Source: an optimization exercise on an open RTL-to-GDS flow (aim: small area and a short achievable clock period). Production flows keep margins and buffers that such runs may drop.
Where RTL was checked, it was by simulation tests only, not by an equivalence proof against the original.
Power figures rest on the tool's default switching activity, not on a simulated workload.

## garnet
==> flow/design.v (excerpt) <==
module matriscarpici #(parameter M=8)(
    input clk,
    input rst,
    input [M-1:0] matris_veri,
    input matris_gecerli,
    output reg [2*M+1:0] carpim_veri,
    output reg carpim_gecerli
    );
clock: 9.5 ns
lec_check: 0
cap_margin: 20
core_margin: 2
core_utilization: 40
setup_slack_margin: 5
slew_margin: 20
standard.sh (not shown) runs the stock make flow with config.mk's settings and CLKGATE_MAP_FILE= SYNTH_SCRIPT=/design/flow/synth_recipe.tcl, a recipe that flattens the netlist after the stock synthesis.
==> flow/flow/run.sh <==
#!/bin/bash
# Standard layout with extra ORFS make settings from flow/make_args.txt
# (repair-timing margin and similar); the full make output goes to standard.log.
args=$(cat flow/make_args.txt)
bash standard.sh $args finish > standard.log 2>&1
==> flow/flow/make_args.txt <==
SETUP_SLACK_MARGIN=7.0
What sierra does differently from garnet at the input level:
==> flow/flow/make_args.txt <==
SETUP_SLACK_MARGIN=6.5
==> run summary <==
- Against garnet, sierra reports a maximum frequency that is lower.
- Compared with garnet, sierra shows a higher iteration count of the initial detailed-routing pass.
- In the flow results for garnet and sierra, the proportion of power drawn by flip-flops and latches is smaller on garnet.
- Delta (sierra minus garnet): routed wire length moved down, via count -198, switching component of the power shrank by about 8%, relative contribution of the clock network to total power shows an increase of 0.3 points.
- What sierra reported for non-clock buffer count has to be multiplied by 1.5 to get the figure for garnet.
- In sierra the sum of net half-perimeters after detailed placement turned out about 0.9% lower than in garnet.
- Area: sierra vs garnet -> sierra smaller
Input changes introduced in maple (baseline for comparison: sierra):
# sierra
export LEC_CHECK = 0
export CAP_MARGIN = 20
export CORE_MARGIN = 2
export CORE_UTILIZATION = 40
export SETUP_SLACK_MARGIN = 5
export SLEW_MARGIN = 20
create_clock -name core_clock -period 9.5 [get_ports {clk}]
# maple
export LEC_CHECK = 0
export CAP_MARGIN = 20
export CORE_MARGIN = 2
export CORE_UTILIZATION = 65
export CTS_CLUSTER_DIAMETER = 150
export CTS_CLUSTER_SIZE = 30
export SETUP_SLACK_MARGIN = 5
export SLEW_MARGIN = 20
create_clock -name core_clock -period 9.5 [get_ports {clk}]
Notes after the runs:
- maple ended up with a higher global routing met1 resource utilization than sierra did.
- Compared with sierra, maple improves design area.
- maple: final instance count without filler cells is 184 lower than what sierra reported.
- [compare] base=sierra new=maple: met1 layer wirelength in the final routing down 1.3 mm, final period demand of the worst path decreased 0.0036 ns, total number of vias went down by about 0.5%, worst setup slack shows an increase of 0.0036 ns.
- maple ended with every stage complete and zero timing, DRC or antenna violations.


Another version of the RTL of matriscarpici (not shown whole).
Size: about 30 I/O pins, ~12,000 sq um of cells after synthesis.
clock: 9.5 ns
lec_check: 0
cap_margin: 20
core_margin: 2
core_utilization: 65
cts_cluster_diameter: 150
cts_cluster_size: 30
setup_slack_margin: 5
slew_margin: 20
==> flow/flow/make_args.txt <==
SETUP_SLACK_MARGIN=6.5
Scripts as last shown in full above: flow/flow/run.sh
Rerun with:
ABC_AREA = 1   (was not set)
Outcome:
- The new run completed without violations
- final area drops slightly
- hold slack is worse by 0.027 ns
- total power falls by a few percent
- register-to-register slack is better by 0.23 ns
- clock skew stays flat
- non-clock buffer count goes down by 31
- worst setup slack improves by 0.0099 ns
- global-route usage came out higher by 0.60 points
- cell count increases by a quarter to a third
- fmax came out higher slightly
Rerun with:
==> flow/flow/make_args.txt (replaced) <==
SETUP_SLACK_MARGIN=6.3
ABC_AREA = not set   (was 1)
=> Power rose by 2.0%. Routed wire length shrinks by about 3.6%. First-iteration DRC count shrinks by 50%. Via count decreases by about 10%. Global-route usage drops by 1.2 points. Final cell count went down by 19%. Count of clock-buffer cells in the layout is unchanged. Worst setup slack gets worse by 0.14 ns.


Another version of the RTL of matriscarpici (not shown whole).
Size in the first run: roughly 1100 cells after synthesis, ~230 flip-flops, about 30 I/O pins, roughly 0.012 mm² of cells after synthesis.
Settings: LEC_CHECK=0, CAP_MARGIN=20, CORE_MARGIN=2, CORE_UTILIZATION=40, SETUP_SLACK_MARGIN=5, SLEW_MARGIN=20; clock period 9.5 ns.
==> flow/flow/make_args.txt <==
SETUP_SLACK_MARGIN=6.5
Scripts as last shown in full above: flow/flow/run.sh
Then changed:
==> flow/flow/make_args.txt (replaced) <==
SETUP_SLACK_MARGIN=6.0
Hold slack improves by 0.0095 ns.
Sequential cell count does not change.
Global-route usage is lower by 0.65 points.
Area after synthesis does not change.
Wire length falls by about 4.6%.
Sequential power is about the same.
Then changed:
==> flow/flow/make_args.txt (replaced) <==
SETUP_SLACK_MARGIN=6.5
ABC_CLOCK_PERIOD_IN_PS = 2500   (was unset)
The changed run went through all stages and came out clean.
Maximum frequency came out higher by 3.3%.
Final cell count came out higher by 3.4%.
Worst setup slack gets better by 0.11 ns.
Then changed:
==> flow/flow/make_args.txt (replaced) <==
SETUP_SLACK_MARGIN=6.0
=> Via count falls by about 4%; synthesized cell count stays the same; utilization fell by 3.3 points.
Then changed:
==> flow/run.sh (new file) <==
#!/bin/bash
# synth_recipe.tcl (not shown) runs the flow's synth.tcl, then flattens the netlist and writes it again
# the make line also repeats each setting of config.mk as NAME=value (left out here)
make -C /OpenROAD-flow-scripts/flow DESIGN_CONFIG=/design/flow/config.mk WORK_HOME=/design/flow/orfs CLKGATE_MAP_FILE= SYNTH_SCRIPT=/design/flow/synth_recipe.tcl finish
ABC_CLOCK_PERIOD_IN_PS = unset   (was 2500)
removed: flow/flow/run.sh
removed: flow/flow/make_args.txt
removed: flow/standard.sh
Effect:
- setup slack is worse by 0.32 ns
- utilization went down by 1.4 points
- wire length went down by 4.6%
No functional check of the RTL was part of any run of this note.


Another version of the RTL of matriscarpici (not shown whole).
Size in the first run: ~1400 cells after synthesis, ~30 I/O pins, about 12000 um^2 of cells after synthesis.
export LEC_CHECK = 0
export ABC_AREA = 1
export CAP_MARGIN = 20
export CORE_MARGIN = 2
export CORE_UTILIZATION = 65
export CTS_CLUSTER_DIAMETER = 150
export CTS_CLUSTER_SIZE = 30
export PLACE_DENSITY = 0.85
export SETUP_SLACK_MARGIN = 5
export SLEW_MARGIN = 20
create_clock -name core_clock -period 9.5 [get_ports {clk}]
==> flow/flow/run.sh <==
#!/bin/bash
# Standard layout with extra ORFS make settings from flow/make_args.txt
# (repair-timing margin and similar); the full make output goes to standard.log.
args=$(cat flow/make_args.txt)
bash standard.sh $args finish > standard.log 2>&1
==> flow/flow/make_args.txt <==
SETUP_SLACK_MARGIN=6.7
The baseline finished clean.
Rerun with:
==> flow/flow/make_args.txt (replaced) <==
SETUP_SLACK_MARGIN=6.8
--- a/flow/config.mk
+++ b/flow/config.mk
@@ -12,5 +12,4 @@
 export CTS_CLUSTER_DIAMETER = 150
 export CTS_CLUSTER_SIZE = 30
-export PLACE_DENSITY = 0.85
 export SETUP_SLACK_MARGIN = 5
 export SLEW_MARGIN = 20
The new run passed the timing, DRC and antenna checks.
Die area is unchanged.
Utilization goes up by 0.11 points.
Routed wire length is higher slightly.
Register-to-register slack is better by 120 ps.
Rerun with:
==> flow/flow/make_args.txt (replaced) <==
SETUP_SLACK_MARGIN=6.7
Effect:
- hold slack gets worse by 9.9 ps
- maximum frequency is about the same
- count of clock-buffer cells in the layout climbs by 2
- routed wire length drops by 3.1%
Rerun with:
--- a/flow/config.mk
+++ b/flow/config.mk
@@ -9,7 +9,8 @@
 export CAP_MARGIN = 20
 export CORE_MARGIN = 2
-export CORE_UTILIZATION = 65
+export CORE_UTILIZATION = 75
 export CTS_CLUSTER_DIAMETER = 150
 export CTS_CLUSTER_SIZE = 30
+export PLACE_DENSITY = 0.85
 export SETUP_SLACK_MARGIN = 5
 export SLEW_MARGIN = 20
Result: Total power increases by 0.32%. Design area barely changes. Via count increases by 4.0%. Worst setup slack improved by 15 ps. Area after synthesis does not change. Die area decreases by 13%. Final cell count decreases by 0.73%. Wire length increases by 5.7%. Worst hold slack got worse by 8.1 ps.


matriscarpici, a different RTL version from the one above (not shown whole).
For scale: about 1300 cells after synthesis, ~12000 sq um of cells after synthesis.
export LEC_CHECK = 0
export ABC_AREA = 1
export CAP_MARGIN = 20
export CORE_MARGIN = 2
export CORE_UTILIZATION = 65
export CTS_CLUSTER_DIAMETER = 150
export CTS_CLUSTER_SIZE = 30
export SETUP_SLACK_MARGIN = 5
export SLEW_MARGIN = 20
create_clock -name core_clock -period 9.5 [get_ports {clk}]
==> flow/flow/make_args.txt <==
SETUP_SLACK_MARGIN=6.7
Scripts as last shown in full above: flow/flow/run.sh
The starting point finished clean.
Then changed:
==> flow/flow/make_args.txt (replaced) <==
SETUP_SLACK_MARGIN=6.5
What happened:
- clock skew decreases by 0.0043 ns
- via count drops by 0.40%
- die area does not change
- final area goes down by 0.54%
- worst setup slack improves by 0.0036 ns
- clock power barely changes
- total power rises by about 1.6%
- routed wire length barely changes
- utilization goes down by 0.43 points
Function was not checked in any run of this note: the RTL went through the layout flow alone.


The RTL this note starts from:
==> flow/design.v <==
`timescale 1ns / 1ps
module matriscarpici #(parameter M=8)(
    input clk,
    input rst,
    input [M-1:0] matris_veri,
    input matris_gecerli,
    output reg [2*M+1:0] carpim_veri,
    output reg carpim_gecerli
    );
    reg [4:0] n;           
    reg [1:0] k;           
    reg [M-1:0] d_r;       
    reg [M+1:0] t_r3;      
    reg t_r;               
    reg [M+3:0] p0l, p0h, p1l, p1h;  
    reg pv;                
    reg [M-1:0] s [0:7];   
    reg [2*M+1:0] f0, g0, f1, g1;  
    wire take = matris_gecerli && !n[4];
    wire a_r = t_r && (n[4:3] == 2'b00 || n == 5'd8);   
    wire b_r = t_r && !a_r;                              
    wire shift_a = a_r || (b_r && !n[0]);                
    wire clr = !n[4] && !n[3];
    wire [M+1:0] r0 [0:3];
    wire [M+1:0] r1 [0:3];
    genvar q;
    generate
        for (q = 0; q < 4; q = q + 1) begin : rows
            wire [1:0] a0 = s[0][2*q+1:2*q];
            wire [1:0] a1 = s[4][2*q+1:2*q];
            assign r0[q] = a0[1] ? (a0[0] ? t_r3 : {1'b0, d_r, 1'b0}) : (a0[0] ? {2'b00, d_r} : {(M+2){1'b0}});
            assign r1[q] = a1[1] ? (a1[0] ? t_r3 : {1'b0, d_r, 1'b0}) : (a1[0] ? {2'b00, d_r} : {(M+2){1'b0}});
        end
    endgenerate
    wire [2*M+1:0] sum0 = f0 + p0l + {p0h, 4'd0};
    wire [2*M+1:0] sum1 = f1 + p1l + {p1h, 4'd0};
    wire out_sum = !rst && n[4] && !k[1] && pv;
    wire [2*M+1:0] out_held = (rst || !n[4]) ? {(2*M+2){1'b0}} :
                              k[1] ? f1 : g0;
    integer j;
    always @(posedge clk) begin
        d_r <= matris_veri;
        t_r3 <= {2'b00, matris_veri} + {1'b0, matris_veri, 1'b0};
        t_r <= take && !rst;
        if (shift_a) begin
            for (j = 0; j < 7; j = j + 1)
                s[j] <= s[j+1];
            s[7] <= d_r;
        end
        p0l <= r0[0] + {r0[1], 2'b00};
        p0h <= r0[2] + {r0[3], 2'b00};
        p1l <= r1[0] + {r1[1], 2'b00};
        p1h <= r1[2] + {r1[3], 2'b00};
        pv <= b_r;
        if (clr || pv) begin
            f0 <= g0;
            f1 <= g1;
        end else if (n[4] && k == 2'd2) begin
            f1 <= g1;            
        end
        if (clr) begin
            g0 <= 0;
            g1 <= 0;
        end else if (pv) begin
            g0 <= sum0;
            g1 <= sum1;
        end
        carpim_veri <= out_sum ? sum0 : out_held;
        carpim_gecerli <= !rst && n[4];
        if (rst) begin
            n <= 0;
            k <= 0;
        end else if (n[4]) begin
            k <= k + 1;
            if (k == 2'd3)
                n <= 0;
        end else if (take) begin
            n <= n + 1;
        end
    end
endmodule
Settings: LEC_CHECK=0, ABC_AREA=1, CAP_MARGIN=20, CORE_MARGIN=2, CORE_UTILIZATION=65, CTS_CLUSTER_DIAMETER=150, CTS_CLUSTER_SIZE=30, SETUP_SLACK_MARGIN=5, SLEW_MARGIN=20; clock period 9.5 ns.
==> flow/flow/make_args.txt <==
SETUP_SLACK_MARGIN=6.9
Scripts as last shown in full above: flow/flow/run.sh
Next try:
==> flow/flow/make_args.txt (replaced) <==
SETUP_SLACK_MARGIN=6.5
After rerunning: The new run completed with no timing, DRC or antenna violations; final cell count falls by 1.6%; clock-buffer cell count falls by 1; setup slack got worse by 0.11 ns; routed wire length falls by about 3%; hold slack hardly moves; non-clock buffer count falls by 25; global-route usage falls by 0.64 points; final area falls by 2.3%; sequential cell count is unchanged; sequential share of layout area rises by 0.84 points.
Next try:
==> flow/flow/make_args.txt (replaced) <==
SETUP_SLACK_MARGIN=7.1
The new run finished with timing, DRC and antenna clean.
Routed wire length rises by 6.9%.
Worst setup slack improves by 0.12 ns.
Final cell count rises by 3.0%.
Synthesized cell count is unchanged.
Sequential share of layout area falls by 2.3 points.
Next try:
==> flow/flow/make_args.txt (replaced) <==
SETUP_SLACK_MARGIN=6.5
- CTS_BUF_LIST: not set -> sky130_fd_sc_hd__clkbuf_8
- CTS_CLUSTER_DIAMETER: 150 -> 100
- CTS_CLUSTER_SIZE: 30 -> 16
Outcome:
- first-iteration DRC count falls by 31%
- routed wire length falls by 5.9%
- cell count falls by about 2%
Next try:
==> flow/flow/make_args.txt (replaced) <==
SETUP_SLACK_MARGIN=6.8
- CTS_BUF_LIST: sky130_fd_sc_hd__clkbuf_8 -> not set
- CTS_CLUSTER_DIAMETER: 100 -> 150
- CTS_CLUSTER_SIZE: 16 -> 30
Worst setup slack is better by 0.12 ns. Worst hold slack gains 0.015 ns. Critical path depth stays the same. Power went up by 1.6%.

==> what the ideal ports hide <==
In the flow no input, the clock included, has a driving cell. The finished layouts below were timed again as built, in two steps. Step 1 sets driving cells, clkbuf_16 on the clock port and buf_2 on the other inputs (assumed; they add their load-dependent delay and slew). Step 2 also shifts input and output timing later by t, the mid clock arrival at the registers, as if the neighbouring blocks saw the same clock. a / b / c = ideal ports / drivers / drivers and shift; a / b = the first two.
| run | t, ns | setup slack, ns | worst hold slack (ns) |
|---|---|---|---|
| garnet | 0.570 | 6.647 / 6.597 / 6.212 | 0.417 / 0.417 / 0.417 |
| sierra | 0.570 | 6.530 / 6.484 / 6.045 | 0.418 / 0.418 / 0.418 |
| maple | 0.510 | 6.534 / 6.490 / 6.051 | 0.427 / 0.427 / 0.427 |
| the first run of note 2 | 0.514 | 6.519 / 6.475 / 6.091 | 0.417 / 0.417 / 0.417 |
| the second run of note 2 | 0.516 | 6.529 / 6.480 / 6.088 | 0.389 / 0.389 / 0.389 |
| the third run of note 2 | 0.510 | 6.392 / 6.392 / 5.942 | 0.415 / 0.415 / 0.415 |
| the first run of note 3 | 0.575 | 6.135 / 6.135 / 6.064 | 0.369 / 0.369 / 0.369 |
| the second run of note 3 | 0.572 | 6.025 / 6.025 / 5.878 | 0.379 / 0.379 / 0.379 |
| the third run of note 3 | 0.575 | 6.135 / 6.135 / 6.064 | 0.369 / 0.369 / 0.369 |
| the fourth run of note 3 | 0.572 | 6.025 / 6.025 / 5.878 | 0.379 / 0.379 / 0.379 |
| the fifth run of note 3 | 0.576 | 5.705 / 5.705 / 5.705 | 0.375 / 0.375 / 0.375 |
| the first run of note 4 | 0.506 | 6.669 / 6.625 / 6.323 | 0.421 / 0.421 / 0.421 |
| the second run of note 4 | 0.516 | 6.651 / 6.605 / 6.373 | 0.427 / 0.427 / 0.427 |
| the third run of note 4 | 0.512 | 6.647 / 6.602 / 6.301 | 0.417 / 0.417 / 0.417 |
| the fourth run of note 4 | 0.504 | 6.662 / 6.616 / 6.315 | 0.409 / 0.409 / 0.409 |
| the first run of note 5 | 0.510 | 6.242 / 6.242 / 6.216 | 0.386 / 0.386 / 0.386 |
| the second run of note 5 | 0.511 | 6.246 / 6.246 / 6.061 | 0.416 / 0.416 / 0.416 |
| the first run of note 6 | 0.524 | 6.636 / 6.590 / 6.318 | 0.410 / 0.410 / 0.410 |
| the second run of note 6 | 0.514 | 6.527 / 6.482 / 6.038 | 0.412 / 0.412 / 0.412 |
| the third run of note 6 | 0.517 | 6.646 / 6.599 / 6.343 | 0.430 / 0.430 / 0.430 |
| the fourth run of note 6 | 0.561 | 6.520 / 6.478 / 6.039 | 0.397 / 0.397 / 0.397 |
| the fifth run of note 6 | 0.513 | 6.644 / 6.596 / 6.277 | 0.412 / 0.412 / 0.412 |
After both steps setup and hold are still met in every run listed. The setup slack of the second run of note 6, which loses most, moves by -0.045 ns with the drivers and by -0.489 ns with both steps.
